From an optimization exercise on the open Yosys and OpenROAD flow, aimed at small area, a short achievable clock period and few clock cycles; shortcuts taken in it are not production practice. No activity file was given, so power comes from the tool's default toggle rates.

==> trial 69 <==
==> flow/design.v <==
module alu (
    input  logic [31:0] a,
    input  logic [31:0] b,
    input  logic        sub,
    input  logic [3:0]  tt,
    input  logic        arith,
    input  logic [1:0]  cmp,
    input  logic [3:0]  fsel,    
    output logic [31:0] result
);
    logic [32:0] s;
    ks_add #(.W(32)) add_i (.a(a), .b(b ^ {32{sub}}), .ci(sub), .s(s[31:0]), .co(s[32]));
    wire ltu = ~s[32];
    wire lt  = (a[31] ^ b[31]) ? a[31] : s[31];
    wire eq  = (a == b);
    logic cbit;
    always_comb
        case (cmp)
            2'd0: cbit = ltu;
            2'd1: cbit = lt;
            2'd2: cbit = eq;
            default: cbit = ~eq;
        endcase
    logic [31:0] lg;
    always_comb
        for (int i = 0; i < 32; i++) lg[i] = tt[{a[i], b[i]}];
    wire        dl  = b[31];
    wire [4:0]  n   = b[4:0] ^ {5{dl}};            
    wire        big = dl ? ~&b[30:5] : |b[30:5];
    wire        fill = arith & a[31] & ~dl;
    logic [31:0] ar, x, y, yr;
    logic [32:0] y33;
    always_comb
        for (int i = 0; i < 32; i++) ar[i] = a[31 - i];
    assign x = dl ? {1'b0, ar[31:1]} : a;
    assign y33 = $signed({fill, x}) >>> n;
    assign y = y33[31:0];
    always_comb
        for (int i = 0; i < 32; i++) yr[i] = y[31 - i];
    wire [31:0] sh = big ? {32{fill}} : (dl ? yr : y);
    assign result = ({32{fsel[0]}} & s[31:0])
                  | ({32{fsel[1]}} & lg)
                  | ({32{fsel[2]}} & sh)
                  | {31'b0, fsel[3] & cbit};
endmodule
module ks_add #(parameter int W = 13) (
    input  logic [W-1:0] a,
    input  logic [W-1:0] b,
    input  logic         ci,
    output logic [W-1:0] s,
    output logic         co
);
    localparam int L = $clog2(W + 1);
    logic [W:0] g [0:L];
    logic [W:0] p [0:L];
    assign g[0][0] = ci;
    assign p[0][0] = 1'b0;
    assign g[0][W:1] = a & b;
    assign p[0][W:1] = a ^ b;
    for (genvar k = 0; k < L; k++) begin : g_lvl
        for (genvar i = 0; i <= W; i++) begin : g_bit
            if (i >= (1 << k)) begin : g_op
                assign g[k+1][i] = g[k][i] | (p[k][i] & g[k][i - (1 << k)]);
                assign p[k+1][i] = p[k][i] & p[k][i - (1 << k)];
            end else begin : g_pass
                assign g[k+1][i] = g[k][i];
                assign p[k+1][i] = p[k][i];
            end
        end
    end
    assign s  = p[0][W:1] ^ g[L][W-1:0];
    assign co = g[L][W];
endmodule
module reg_file (
    input  logic        clk,
    input  logic        reset,
    input  logic        hold,    
    input  logic [4:0]  ra,      
    input  logic [4:0]  rb,
    input  logic [4:0]  fra,     
    input  logic [4:0]  frb0,    
    input  logic [4:0]  frb1,
    input  logic        frb_sel,
    input  logic        pwe,     
    input  logic [4:0]  pwa,
    input  logic [4:0]  wa,      
    input  logic [31:0] wd,
    input  logic        we,
    output logic [31:0] rda,
    output logic [31:0] rdb
);
    logic [31:1][31:0] regs;
    logic [31:1]       vld;
    logic [31:1]       sa, sb;
    logic              ha, hb;
    for (genvar i = 1; i < 32; i++) begin : g_reg
        wire wi = we && wa == i;
        always_ff @(posedge clk)
            if (wi) regs[i] <= wd;
        always_ff @(posedge clk or posedge reset)
            if (reset) vld[i] <= 1'b0;
            else if (wi) vld[i] <= 1'b1;
        wire ra_i = ra == i, fra_i = fra == i;
        wire rb_i = rb == i, fb0_i = frb0 == i, fb1_i = frb1 == i;
        wire fb_i = frb_sel ? fb0_i : fb1_i;
        always_ff @(posedge clk) begin
            sa[i] <= (hold ? ra_i : fra_i) && (vld[i] || wi);
            sb[i] <= (hold ? rb_i : fb_i) && (vld[i] || wi);
        end
    end
    wire ha_d = pwe && pwa == ra, ha_f = pwe && pwa == fra;
    wire hb_d = pwe && pwa == rb, hb_0 = pwe && pwa == frb0, hb_1 = pwe && pwa == frb1;
    always_ff @(posedge clk) begin
        ha <= hold ? ha_d : ha_f;
        hb <= hold ? hb_d : (frb_sel ? hb_0 : hb_1);
    end
    logic [31:0] ora, orb;
    always_comb begin
        ora = 32'b0;
        orb = 32'b0;
        for (int i = 1; i < 32; i++) begin
            ora = ora | (regs[i] & {32{sa[i]}});
            orb = orb | (regs[i] & {32{sb[i]}});
        end
    end
    assign rda = ha ? wd : ora;
    assign rdb = hb ? wd : orb;
endmodule
module cpu(
    input  logic        clk,
    input  logic        reset,
    output logic [12:0] imem_addr,
    input  logic [31:0] imem_rdata,
    output logic [16:0] dmem_addr,
    output logic        dmem_we,
    output logic [31:0] dmem_wdata,
    input  logic [31:0] dmem_rdata,
    output logic        halted
);
    localparam logic [4:0] ADD = 5'd0, SUB = 5'd1, AND = 5'd2, OR = 5'd3, XOR = 5'd4,
        SLOG = 5'd5, SARI = 5'd6, ILTU = 5'd7, ILT = 5'd8, EQ = 5'd9, NEQ = 5'd10,
        ADDI = 5'd11, ANDI = 5'd12, ORI = 5'd13, XORI = 5'd14, SLOGI = 5'd15, SARII = 5'd16,
        ILTUI = 5'd17, ILTI = 5'd18, EQI = 5'd19, NEQI = 5'd20, LW = 5'd21, SW = 5'd22,
        BT = 5'd23, BF = 5'd24, JAL = 5'd25, JALR = 5'd26, LI = 5'd27, LUI = 5'd28,
        AUIPC = 5'd29, ECALL = 5'd30, EBREAK = 5'd31;
    logic [12:0] pc;                  
    logic        d_valid;
    logic [31:0] d_ir;
    logic [12:0] d_pc;
    logic [12:0] d_link;              
    logic [4:0]  d_rb;                
    logic        d_ldok;              
    logic        e_wr;                
    logic        e_br;                
    logic        e_pt;                
    logic        e_bf;                
    logic [12:0] e_alt;               
    logic [4:0]  e_rd;
    logic        e_ld;
    logic        e_fa, e_fb;          
    logic [31:0] e_a, e_b;
    logic        e_sub, e_arith;
    logic [3:0]  e_tt;
    logic [1:0]  e_cmp;
    logic [3:0]  e_fsel;
    logic        w_wr;
    logic [4:0]  w_rd;
    logic [31:0] w_res;
    logic [16:0] ma;
    logic        mwe;
    logic [31:0] mwd;
    logic        halt_r;
    assign imem_addr  = pc;
    assign dmem_addr  = ma;
    assign dmem_we    = mwe;
    assign dmem_wdata = mwd;
    assign halted     = halt_r;
    localparam logic [4:0] R_LAST = NEQ;
    wire       f_rtype = imem_rdata[4:0] <= R_LAST;
    wire [4:0] f_rb = f_rtype ? imem_rdata[19:15] : imem_rdata[9:5];
    wire [4:0]  f_op   = imem_rdata[4:0];
    wire        f_jump = f_op == JAL || ((f_op == BT || f_op == BF) && imem_rdata[31]);
    logic [12:0] f_tgt;
    ks_add #(.W(13)) add_f (.a(pc), .b(imem_rdata[27:15]), .ci(1'b0), .s(f_tgt), .co());
    wire [12:0] pc_inc = pc + 13'd1;
    wire [4:0]  op   = d_ir[4:0];
    wire [4:0]  rd   = d_ir[9:5];
    wire [4:0]  ra   = d_ir[14:10];
    wire [16:0] imm  = d_ir[31:15];
    wire rtype  = op <= R_LAST;
    wire is_sw  = op == SW;
    wire is_lw  = op == LW;
    wire is_bt  = op == BT;
    wire is_br  = op == BT || op == BF;
    wire is_jal = op == JAL;
    wire is_jr  = op == JALR;
    wire is_eb  = op == EBREAK;
    wire uses_a = op <= NEQI || is_br || is_jr || op == AUIPC || op == ECALL;
    wire writes = op <= LW || (op >= JAL && op <= ECALL);
    wire simm_op = op == ADDI || op == SLOGI || op == SARII || op == ILTI;
    logic [31:0] rda, rdb;
    reg_file rf (
        .clk(clk), .reset(reset),
        .hold(stall), .ra(ra), .rb(d_rb),
        .fra(imem_rdata[14:10]), .frb0(imem_rdata[19:15]), .frb1(imem_rdata[9:5]),
        .frb_sel(f_rtype),
        .pwe(e_wr), .pwa(e_rd),
        .wa(w_rd), .wd(w_res), .we(w_wr),
        .rda(rda), .rdb(rdb)
    );
    wire hz_a = e_wr && e_rd == ra;      
    wire hz_b = e_wr && e_rd == d_rb;    
    wire flush = e_br && (((|w_res) ^ e_bf) ^ e_pt);
    wire neg     = imm[16];
    wire cond_d  = (rda == 32'b0) ^ is_bt;
    wire br_fix  = is_br && !hz_a && (cond_d ^ neg);
    logic [12:0] tgt_pc, tgt_jr;
    ks_add #(.W(13)) add_p (.a(d_pc), .b(imm[12:0]), .ci(1'b0), .s(tgt_pc), .co());
    ks_add #(.W(13)) add_j (.a(rda[12:0]), .b(imm[12:0]), .ci(1'b0), .s(tgt_jr), .co());
    wire [12:0] tgt    = is_jr ? tgt_jr : (neg ? d_link : tgt_pc);
    wire stall = d_valid && (is_eb || (is_jr && hz_a) || (is_sw && hz_b) || (is_lw && !d_ldok));
    wire redir = d_valid && ((is_jr && !hz_a) || br_fix);
    wire adv   = d_valid && !stall && !flush;
    logic [31:0] bval;
    always_comb begin
        if (rtype)                    bval = rdb;
        else if (op == LUI)           bval = {imm[14:0], 17'b0};
        else if (is_jal || is_jr)     bval = {19'b0, d_link};
        else if (simm_op)             bval = {{15{imm[16]}}, imm};
        else                          bval = {15'b0, imm};
    end
    logic       c_sub, c_arith;
    logic [3:0] c_tt;
    logic [1:0] c_cmp;
    logic [3:0] c_fsel;
    always_comb begin
        c_sub = 1'b0; c_arith = 1'b0; c_tt = 4'b1010; c_cmp = 2'd0; c_fsel = 4'b0010;
        case (op)
            ADD, ADDI:        c_fsel = 4'b0001;
            SUB:              begin c_fsel = 4'b0001; c_sub = 1'b1; end
            AND, ANDI:        c_tt = 4'b1000;
            OR, ORI:          c_tt = 4'b1110;
            XOR, XORI:        c_tt = 4'b0110;
            SLOG, SLOGI:      c_fsel = 4'b0100;
            SARI, SARII:      begin c_fsel = 4'b0100; c_arith = 1'b1; end
            ILTU, ILTUI:      begin c_fsel = 4'b1000; c_sub = 1'b1; c_cmp = 2'd0; end
            ILT, ILTI:        begin c_fsel = 4'b1000; c_sub = 1'b1; c_cmp = 2'd1; end
            EQ, EQI:          begin c_fsel = 4'b1000; c_cmp = 2'd2; end
            NEQ, NEQI:        begin c_fsel = 4'b1000; c_cmp = 2'd3; end
            LW:               c_fsel = 4'b0000;
            AUIPC, ECALL:     c_tt = 4'b1100;
            default:          c_tt = 4'b1010;    
        endcase
    end
    always_ff @(posedge clk or posedge reset) begin
        if (reset) begin
            pc      <= 13'd0;
            d_valid <= 1'b0;
        end else if (flush) begin
            pc      <= e_alt;
            d_valid <= 1'b0;
        end else if (!stall) begin
            pc      <= redir ? tgt : (f_jump ? f_tgt : pc_inc);
            d_valid <= !redir;
        end
    end
    always_ff @(posedge clk) begin
        if (!stall) begin
            d_ir <= imem_rdata;
            d_pc <= pc;
            d_link <= pc_inc;
            d_rb <= f_rb;
        end
    end
    wire sel_d = d_valid && (is_sw || (is_lw && !d_ldok));
    always_ff @(posedge clk) begin
        ma     <= sel_d ? imm : imem_rdata[31:15];
        d_ldok <= !sel_d || (d_valid && is_lw);
        mwd    <= rdb;
    end
    always_ff @(posedge clk or posedge reset) begin
        if (reset) begin
            e_wr   <= 1'b0;
            e_br   <= 1'b0;
            mwe    <= 1'b0;
            halt_r <= 1'b0;
        end else begin
            e_wr   <= adv && writes && rd != 5'd0;
            e_br   <= adv && is_br && hz_a;
            mwe    <= adv && is_sw;
            halt_r <= halt_r || (d_valid && is_eb && !flush);
        end
    end
    always_ff @(posedge clk) begin
        e_pt    <= neg;
        e_bf    <= !is_bt;
        e_alt   <= neg ? d_link : tgt_pc;
        e_rd    <= rd;
        e_ld    <= is_lw;
        e_fa    <= uses_a && hz_a;
        e_fb    <= rtype && hz_b;
        e_a     <= rda;
        e_b     <= bval;
        e_sub   <= c_sub;
        e_arith <= c_arith;
        e_tt    <= c_tt;
        e_cmp   <= c_cmp;
        e_fsel  <= c_fsel;
    end
    wire [31:0] xa = e_fa ? w_res : e_a;
    wire [31:0] xb = e_fb ? w_res : e_b;
    logic [31:0] alu_res;
    alu alu_i (
        .a(xa), .b(xb), .sub(e_sub), .tt(e_tt), .arith(e_arith), .cmp(e_cmp),
        .fsel(e_fsel), .result(alu_res)
    );
    always_ff @(posedge clk or posedge reset) begin
        if (reset) w_wr <= 1'b0;
        else       w_wr <= e_wr;
    end
    always_ff @(posedge clk) begin
        w_rd  <= e_rd;
        w_res <= e_ld ? dmem_rdata : alu_res;
    end
endmodule
==> flow/flow/run.sh <==
#!/bin/bash
# Standard layout, with timing repair told to aim for a setup slack margin well above
# the design's (the clock period and constraints stay the design's). Each step's log
# is kept in this folder.
set -euo pipefail
MARGIN=${MARGIN:-10.5}
bash standard.sh synth > synth.log 2>&1
bash standard.sh SETUP_SLACK_MARGIN=$MARGIN finish > layout.log 2>&1
==> flow/standard.sh <==
#!/bin/bash
# synth_recipe.tcl (not shown) runs the flow's synth.tcl, then flattens the netlist and writes it again
# the make line also repeats each setting of config.mk as NAME=value (left out here)
make -C /OpenROAD-flow-scripts/flow DESIGN_CONFIG=/design/flow/config.mk WORK_HOME=/design/flow/orfs CLKGATE_MAP_FILE= SYNTH_SCRIPT=/design/flow/synth_recipe.tcl "${@:-finish}"
==> flow/config.mk <==
export PLATFORM = sky130hd
export DESIGN_NAME = cpu
export DESIGN_NICKNAME = cpu
export VERILOG_FILES = /design/flow/design.v
export SDC_FILE = /design/flow/constraint.sdc
export NUM_CORES = 4
export LEC_CHECK = 0
export ABC_CLOCK_PERIOD_IN_PS = 3500
export CAP_MARGIN = 20
export CORE_MARGIN = 2
export CORE_UTILIZATION = 45
export PLACE_DENSITY = 0.6
export SLEW_MARGIN = 20
==> flow/constraint.sdc <==
create_clock -name core_clock -period 14.0 [get_ports {clk}]
set_input_delay 2.8000 -clock core_clock [delete_from_list [all_inputs] [get_ports {clk}]]
set_output_delay 2.8000 -clock core_clock [all_outputs]
set_load 0.01 [all_outputs]
==> trial 31: changes against trial 69 <==
==> flow/design.v, changed modules only <==
module alu (
    input  logic [31:0] a,
    input  logic [31:0] b,
    input  logic [4:0]  sa,
    input  logic        sub,
    input  logic [3:0]  tt,
    input  logic        arith,
    input  logic [1:0]  cmp,
    input  logic [3:0]  fsel,    
    input  logic        ld,
    input  logic [31:0] ldata,
    output logic [31:0] result
);
    logic [32:0] s;
    ks_add #(.W(32)) add_i (.a(a), .b(b ^ {32{sub}}), .ci(sub), .s(s[31:0]), .co(s[32]));
    wire ltu = ~s[32];
    wire lt  = (a[31] ^ b[31]) ? a[31] : s[31];
    wire eq  = (a == b);
    logic cbit;
    always_comb
        case (cmp)
            2'd0: cbit = ltu;
            2'd1: cbit = lt;
            2'd2: cbit = eq;
            default: cbit = ~eq;
        endcase
    logic [31:0] lg;
    always_comb
        for (int i = 0; i < 32; i++) lg[i] = tt[{a[i], b[i]}];
    wire         dl   = b[31];
    wire         big  = dl ? ~&b[30:5] : |b[30:5];
    wire         fill = arith & a[31] & ~dl;
    wire [63:0]  v    = dl ? {a, 32'b0} : {{32{fill}}, a};
    wire [47:0]  t16  = sa[4] ? v[63:16]  : v[47:0];
    wire [39:0]  t8   = sa[3] ? t16[47:8] : t16[39:0];
    wire [35:0]  t4   = sa[2] ? t8[39:4]  : t8[35:0];
    wire [33:0]  t2   = sa[1] ? t4[35:2]  : t4[33:0];
    wire [31:0]  t1   = sa[0] ? t2[33:1]  : t2[31:0];
    wire [31:0]  sh   = big ? {32{fill}} : t1;
    assign result = ({32{fsel[0]}} & s[31:0])
                  | ({32{fsel[1]}} & lg)
                  | ({32{fsel[2]}} & sh)
                  | {31'b0, fsel[3] & cbit}
                  | ({32{ld}} & ldata);
endmodule
module ks_add #(parameter int W = 13) (
    input  logic [W-1:0] a,
    input  logic [W-1:0] b,
    input  logic         ci,
    output logic [W-1:0] s,
    output logic         co
);
    localparam int L = (W + 1 <= 2) ? 1 : (W + 1 <= 4) ? 2 : (W + 1 <= 8) ? 3 :
                       (W + 1 <= 16) ? 4 : (W + 1 <= 32) ? 5 : 6;    
    logic [W:0] g [0:L];
    logic [W:0] p [0:L];
    assign g[0][0] = ci;
    assign p[0][0] = 1'b0;
    assign g[0][W:1] = a & b;
    assign p[0][W:1] = a ^ b;
    for (genvar k = 0; k < L; k++) begin : g_lvl
        for (genvar i = 0; i <= W; i++) begin : g_bit
            if (i >= (1 << k)) begin : g_op
                assign g[k+1][i] = g[k][i] | (p[k][i] & g[k][i - (1 << k)]);
                assign p[k+1][i] = p[k][i] & p[k][i - (1 << k)];
            end else begin : g_pass
                assign g[k+1][i] = g[k][i];
                assign p[k+1][i] = p[k][i];
            end
        end
    end
    assign s  = p[0][W:1] ^ g[L][W-1:0];
    assign co = g[L][W];
endmodule
module reg_file (
    input  logic        clk,
    input  logic        reset,
    input  logic        hold,    
    input  logic [4:0]  ra,      
    input  logic [4:0]  rb,
    input  logic [4:0]  fra,     
    input  logic [4:0]  frb0,    
    input  logic [4:0]  frb1,
    input  logic        frb_sel,
    input  logic        pwe,     
    input  logic [4:0]  pwa,
    input  logic [4:0]  wa,      
    input  logic [31:0] wd,
    input  logic        we,
    output logic [31:0] rda,
    output logic [31:0] rdb
);
    logic [31:1][31:0] regs;
    logic [31:1]       vld;
    logic [31:1]       sa, sb;
    logic              ha, hb;
    for (genvar i = 1; i < 32; i++) begin : g_reg
        wire wi = we && wa == i;
        always_ff @(posedge clk)
            if (wi) regs[i] <= wd;
        always_ff @(posedge clk or posedge reset)
            if (reset) vld[i] <= 1'b0;
            else if (wi) vld[i] <= 1'b1;
        wire ra_i = ra == i, fra_i = fra == i;
        wire rb_i = rb == i, fb0_i = frb0 == i, fb1_i = frb1 == i;
        wire fb_i = frb_sel ? fb0_i : fb1_i;
        wire nw_i = !(pwe && pwa == i);
        always_ff @(posedge clk) begin
            sa[i] <= (hold ? ra_i : fra_i) && (vld[i] || wi) && nw_i;
            sb[i] <= (hold ? rb_i : fb_i) && (vld[i] || wi) && nw_i;
        end
    end
    wire ha_d = pwe && pwa == ra, ha_f = pwe && pwa == fra;
    wire hb_d = pwe && pwa == rb, hb_0 = pwe && pwa == frb0, hb_1 = pwe && pwa == frb1;
    always_ff @(posedge clk) begin
        ha <= hold ? ha_d : ha_f;
        hb <= hold ? hb_d : (frb_sel ? hb_0 : hb_1);
    end
    logic [31:0] ora, orb;
    always_comb begin
        ora = 32'b0;
        orb = 32'b0;
        for (int i = 1; i < 32; i++) begin
            ora = ora | (regs[i] & {32{sa[i]}});
            orb = orb | (regs[i] & {32{sb[i]}});
        end
    end
    assign rda = ora | (wd & {32{ha}});
    assign rdb = orb | (wd & {32{hb}});
endmodule
module cpu(
    input  logic        clk,
    input  logic        reset,
    output logic [12:0] imem_addr,
    input  logic [31:0] imem_rdata,
    output logic [16:0] dmem_addr,
    output logic        dmem_we,
    output logic [31:0] dmem_wdata,
    input  logic [31:0] dmem_rdata,
    output logic        halted
);
    localparam logic [4:0] ADD = 5'd0, SUB = 5'd1, AND = 5'd2, OR = 5'd3, XOR = 5'd4,
        SLOG = 5'd5, SARI = 5'd6, ILTU = 5'd7, ILT = 5'd8, EQ = 5'd9, NEQ = 5'd10,
        ADDI = 5'd11, ANDI = 5'd12, ORI = 5'd13, XORI = 5'd14, SLOGI = 5'd15, SARII = 5'd16,
        ILTUI = 5'd17, ILTI = 5'd18, EQI = 5'd19, NEQI = 5'd20, LW = 5'd21, SW = 5'd22,
        BT = 5'd23, BF = 5'd24, JAL = 5'd25, JALR = 5'd26, LI = 5'd27, LUI = 5'd28,
        AUIPC = 5'd29, ECALL = 5'd30, EBREAK = 5'd31;
    logic [12:0] pc;                  
    logic        d_valid;
    logic [31:0] d_ir;
    logic [12:0] d_pc;
    logic        d_ldok;              
    logic        e_wr;                
    logic [4:0]  e_rd;
    logic        e_ld;
    logic [31:0] e_a, e_b;
    logic [4:0]  e_sa;                
    logic        e_sub, e_arith;
    logic [3:0]  e_tt;
    logic [1:0]  e_cmp;
    logic [3:0]  e_fsel;
    logic        w_wr;
    logic [4:0]  w_rd;
    logic [31:0] w_res;
    logic [16:0] ma;
    logic        mwe;
    logic [31:0] mwd;
    logic        halt_r;
    logic [12:0] pc_o;
    assign imem_addr  = pc_o;
    assign dmem_addr  = ma;
    assign dmem_we    = mwe;
    assign dmem_wdata = mwd;
    assign halted     = halt_r;
    localparam logic [4:0] R_LAST = NEQ;
    wire       f_rtype = imem_rdata[4:0] <= R_LAST;
    wire [4:0]  f_op   = imem_rdata[4:0];
    wire        f_jump = f_op == JAL || ((f_op == BT || f_op == BF) && imem_rdata[31]);
    logic [12:0] f_tgt;
    ks_add #(.W(13)) add_f (.a(pc), .b(imem_rdata[27:15]), .ci(1'b0), .s(f_tgt), .co());
    wire [12:0] pc_inc = pc + 13'd1;
    wire [4:0]  op   = d_ir[4:0];
    wire [4:0]  rd   = d_ir[9:5];
    wire [4:0]  ra   = d_ir[14:10];
    wire [16:0] imm  = d_ir[31:15];
    wire rtype  = op <= R_LAST;
    wire is_sw  = op == SW;
    wire is_lw  = op == LW;
    wire is_bt  = op == BT;
    wire is_br  = op == BT || op == BF;
    wire is_jal = op == JAL;
    wire is_jr  = op == JALR;
    wire is_eb  = op == EBREAK;
    wire uses_a = op <= NEQI || is_br || is_jr || op == AUIPC || op == ECALL;
    wire writes = op <= LW || (op >= JAL && op <= ECALL);
    wire simm_op = op == ADDI || op == SLOGI || op == SARII || op == ILTI;
    wire is_sh   = op == SLOG || op == SARI || op == SLOGI || op == SARII;
    logic [31:0] rda, rdb;
    logic [31:0] res;                 
    assign res = alu_res;
    logic [31:0] alu_res;
    reg_file rf (
        .clk(clk), .reset(reset),
        .hold(stall), .ra(ra), .rb(d_rb),
        .fra(imem_rdata[14:10]), .frb0(imem_rdata[19:15]), .frb1(imem_rdata[9:5]),
        .frb_sel(f_rtype),
        .pwe(e_wr), .pwa(e_rd),
        .wa(w_rd), .wd(w_res), .we(w_wr),
        .rda(rda), .rdb(rdb)
    );
    wire hz_a = e_wr && e_rd == ra;      
    wire [4:0] d_rb = rtype ? d_ir[19:15] : rd;    
    wire hz_b = e_wr && e_rd == d_rb;    
    wire neg     = imm[16];
    wire [12:0] d_link = d_pc + 13'd1;
    wire [31:0] zb = e_b ^ {32{e_sub}};
    wire [31:0] zp = e_a ^ zb;
    wire [31:0] zk = {e_a[30:0] | zb[30:0], e_sub};
    wire zero_e  = &(zp ~^ zk);
    wire hz_br   = hz_a && !e_fsel[0];   
    wire zero_a  = hz_a ? zero_e : (rda == 32'b0);
    wire cond_d  = zero_a ^ is_bt;
    wire br_fix  = is_br && !hz_br && (cond_d ^ neg);
    logic [12:0] tgt_pc, tgt_jr;
    ks_add #(.W(13)) add_p (.a(d_pc), .b(imm[12:0]), .ci(1'b0), .s(tgt_pc), .co());
    ks_add #(.W(13)) add_j (.a(rda[12:0]), .b(imm[12:0]), .ci(1'b0), .s(tgt_jr), .co());
    wire [12:0] tgt    = is_jr ? tgt_jr : (neg ? d_link : tgt_pc);
    wire stall = d_valid && (is_eb || (is_jr && hz_a) || (is_br && hz_br) || (is_lw && !d_ldok));
    wire redir = d_valid && ((is_jr && !hz_a) || br_fix);
    wire adv   = d_valid && !stall;
    logic [31:0] bval;
    always_comb begin
        if (rtype)                    bval = rdb;
        else if (op == LUI)           bval = {imm[14:0], 17'b0};
        else if (is_jal || is_jr)     bval = {19'b0, d_link};
        else if (simm_op)             bval = {{15{imm[16]}}, imm};
        else                          bval = {15'b0, imm};
    end
    logic       c_sub, c_arith;
    logic [3:0] c_tt;
    logic [1:0] c_cmp;
    logic [3:0] c_fsel;
    always_comb begin
        c_sub = 1'b0; c_arith = 1'b0; c_tt = 4'b1010; c_cmp = 2'd0; c_fsel = 4'b0010;
        case (op)
            ADD, ADDI:        c_fsel = 4'b0001;
            SUB:              begin c_fsel = 4'b0001; c_sub = 1'b1; end
            AND, ANDI:        c_tt = 4'b1000;
            OR, ORI:          c_tt = 4'b1110;
            XOR, XORI:        c_tt = 4'b0110;
            SLOG, SLOGI:      c_fsel = 4'b0100;
            SARI, SARII:      begin c_fsel = 4'b0100; c_arith = 1'b1; end
            ILTU, ILTUI:      begin c_fsel = 4'b1000; c_sub = 1'b1; c_cmp = 2'd0; end
            ILT, ILTI:        begin c_fsel = 4'b1000; c_sub = 1'b1; c_cmp = 2'd1; end
            EQ, EQI:          begin c_fsel = 4'b1000; c_cmp = 2'd2; end
            NEQ, NEQI:        begin c_fsel = 4'b1000; c_cmp = 2'd3; end
            LW:               c_fsel = 4'b0000;
            AUIPC, ECALL:     c_tt = 4'b1100;
            default:          c_tt = 4'b1010;    
        endcase
    end
    always_ff @(posedge clk or posedge reset) begin
        if (reset) begin
            pc      <= 13'd0;
            d_valid <= 1'b0;
        end else if (!stall) begin
            pc      <= redir ? tgt : (f_jump ? f_tgt : pc_inc);
            d_valid <= !redir;
        end
    end
    always_ff @(posedge clk) begin
        if (reset)       pc_o <= 13'd0;
        else if (!stall) pc_o <= redir ? tgt : (f_jump ? f_tgt : pc_inc);
    end
    always_ff @(posedge clk) begin
        if (!stall) begin
            d_ir <= imem_rdata;
            d_pc <= pc;
        end
    end
    wire sel_d = d_valid && (is_sw || (is_lw && !d_ldok));
    always_ff @(posedge clk) begin
        ma     <= sel_d ? imm : imem_rdata[31:15];
        d_ldok <= !sel_d || (d_valid && is_lw);
        mwd    <= hz_b ? res : rdb;
    end
    always_ff @(posedge clk or posedge reset) begin
        if (reset) begin
            e_wr   <= 1'b0;
            mwe    <= 1'b0;
            halt_r <= 1'b0;
        end else begin
            e_wr   <= adv && writes && rd != 5'd0;
            mwe    <= adv && is_sw;
            halt_r <= halt_r || (d_valid && is_eb);
        end
    end
    always_ff @(posedge clk) begin
        e_rd    <= rd;
        e_ld    <= is_lw;
        e_a     <= (uses_a && hz_a) ? res : rda;
        e_b     <= (rtype && hz_b) ? res : bval;
        e_sa    <= (rtype && hz_b) ? res[4:0] : (is_sh ? bval[4:0] : 5'b0);
        e_sub   <= c_sub;
        e_arith <= c_arith;
        e_tt    <= c_tt;
        e_cmp   <= c_cmp;
        e_fsel  <= c_fsel;
    end
    alu alu_i (
        .a(e_a), .b(e_b), .sa(e_sa), .ld(e_ld), .ldata(dmem_rdata), .sub(e_sub), .tt(e_tt), .arith(e_arith), .cmp(e_cmp),
        .fsel(e_fsel), .result(alu_res)
    );
    always_ff @(posedge clk or posedge reset) begin
        if (reset) w_wr <= 1'b0;
        else       w_wr <= e_wr;
    end
    always_ff @(posedge clk) begin
        w_rd  <= e_rd;
        w_res <= res;
    end
endmodule
--- a/flow/flow/run.sh
+++ b/flow/flow/run.sh
@@ -3,6 +3,6 @@
 # the design's (the clock period and constraints stay the design's). Each step's log
 # is kept in this folder.
 set -euo pipefail
-MARGIN=${MARGIN:-10.5}
+MARGIN=${MARGIN:-9.8}
 bash standard.sh synth > synth.log 2>&1
 bash standard.sh SETUP_SLACK_MARGIN=$MARGIN finish > layout.log 2>&1
ABC_CLOCK_PERIOD_IN_PS = default   (was 3500)
CORE_UTILIZATION = 40   (was 45)
CTS_CLUSTER_DIAMETER = 150   (was default)
CTS_CLUSTER_SIZE = 20   (was default)
PLACE_DENSITY = 0.55   (was 0.6)
SYNTH_HIERARCHICAL = 1   (was default)
==> summary of the runs <==
Wire length: trial 31 is higher than trial 69 (1.1%). Against trial 69, the non-clock buffer count of trial 31 is lower by 261. Sequential power is about the same in trial 69 and trial 31. Combinational power: trial 69 is higher than trial 31 (about 15%). In trial 31 the hold slack is higher than in trial 69, by 0.051 ns. In trial 31 the synthesized cell count is larger than in trial 69, by about 6%. Maximum frequency is about the same in trial 69 and trial 31. In trial 31 the total power is lower than in trial 69, by about 15%. Against trial 31, the clock-buffer cell count of trial 69 is higher by 56. In trial 69 the via count is larger than in trial 31, by about 0.7%.
==> figures <==
| quantity | trial 69 | trial 31 |
|---|---|---|
| Core Region | 137700 µm² | 160600 µm² |
| Critical Path Source Type | input pin | flop |
| Sequential cell area | 38160 µm² | 37580 µm² |
| Ratio of cells with drive above 1 in the final layout | 25.42% | 16.22% |
| Maximum number of pins on one net before global-route repair | 62 | 68 |
| Via Count | 56490 | 56110 |
| Internal Dissipation | 8.349 mW | 6.912 mW |
| Leading cell type in the layout, fill and taps excluded | edfxtp_1 | a22oi_1 |
| Status | finished clean | finished clean |
| Cell Rows | 136 | 147 |
| Count of routing violations after the opening detailed-route iteration | 12530 | 11420 |
| Fraction of the core area covered by cells at the end of the flow | 56.49% | 45.25% |
| Detailed-route wire length per cell | 43.41 µm | 42.57 µm |
| Final std cells w/o fill | 7270 | 7497 |
| Synthesized instance count | 4897 | 5206 |
| Leakage | 27.01 nW | 23.61 nW |
| Placed standard-cell area | 66630 µm² | 68870 µm² |
| Global-route wire length before repair | 420.2 mm | 428.2 mm |
| Critical register-to-register path startpoint | rf.ha | rf.sa[31] |
| Data required, critical path | 14.70 ns | 14.68 ns |
| Number of placed instances, taps included | 6690 | 7301 |
| Multi-input gate share of total cell area | 33.17% | 36.60% |
No run of this note included a check of the RTL's function; only the layout flow was run.

[separate check: timing with driven ports]
Ports are ideal in the flow. The routed layouts listed here were re-timed in OpenROAD.
Step 1, drivers: a clkbuf_16 drives clk and a buf_2 each remaining input, both assumed.
Step 2 adds t to the input delays and takes it off the output delays; t is the mean of the earliest and latest rising clock arrival at the registers after step 1. Input paths then give back, and output paths get back, about the clock's delay inside the block.
a / b / c = no drivers / after step 1 / after step 2; a / b = the first two.
run	t (ns)	setup slack, ns	worst register clock-pin slew, ns
trial 69	0.881	9.796 / 9.720 / 8.944	0.07 / 0.07
trial 31	0.807	9.794 / 9.725 / 9.023	0.10 / 0.10
After both steps setup and hold are still met in every run listed. The setup slack of trial 69, which loses most, moves by -0.076 ns with the drivers and by -0.852 ns with both steps.
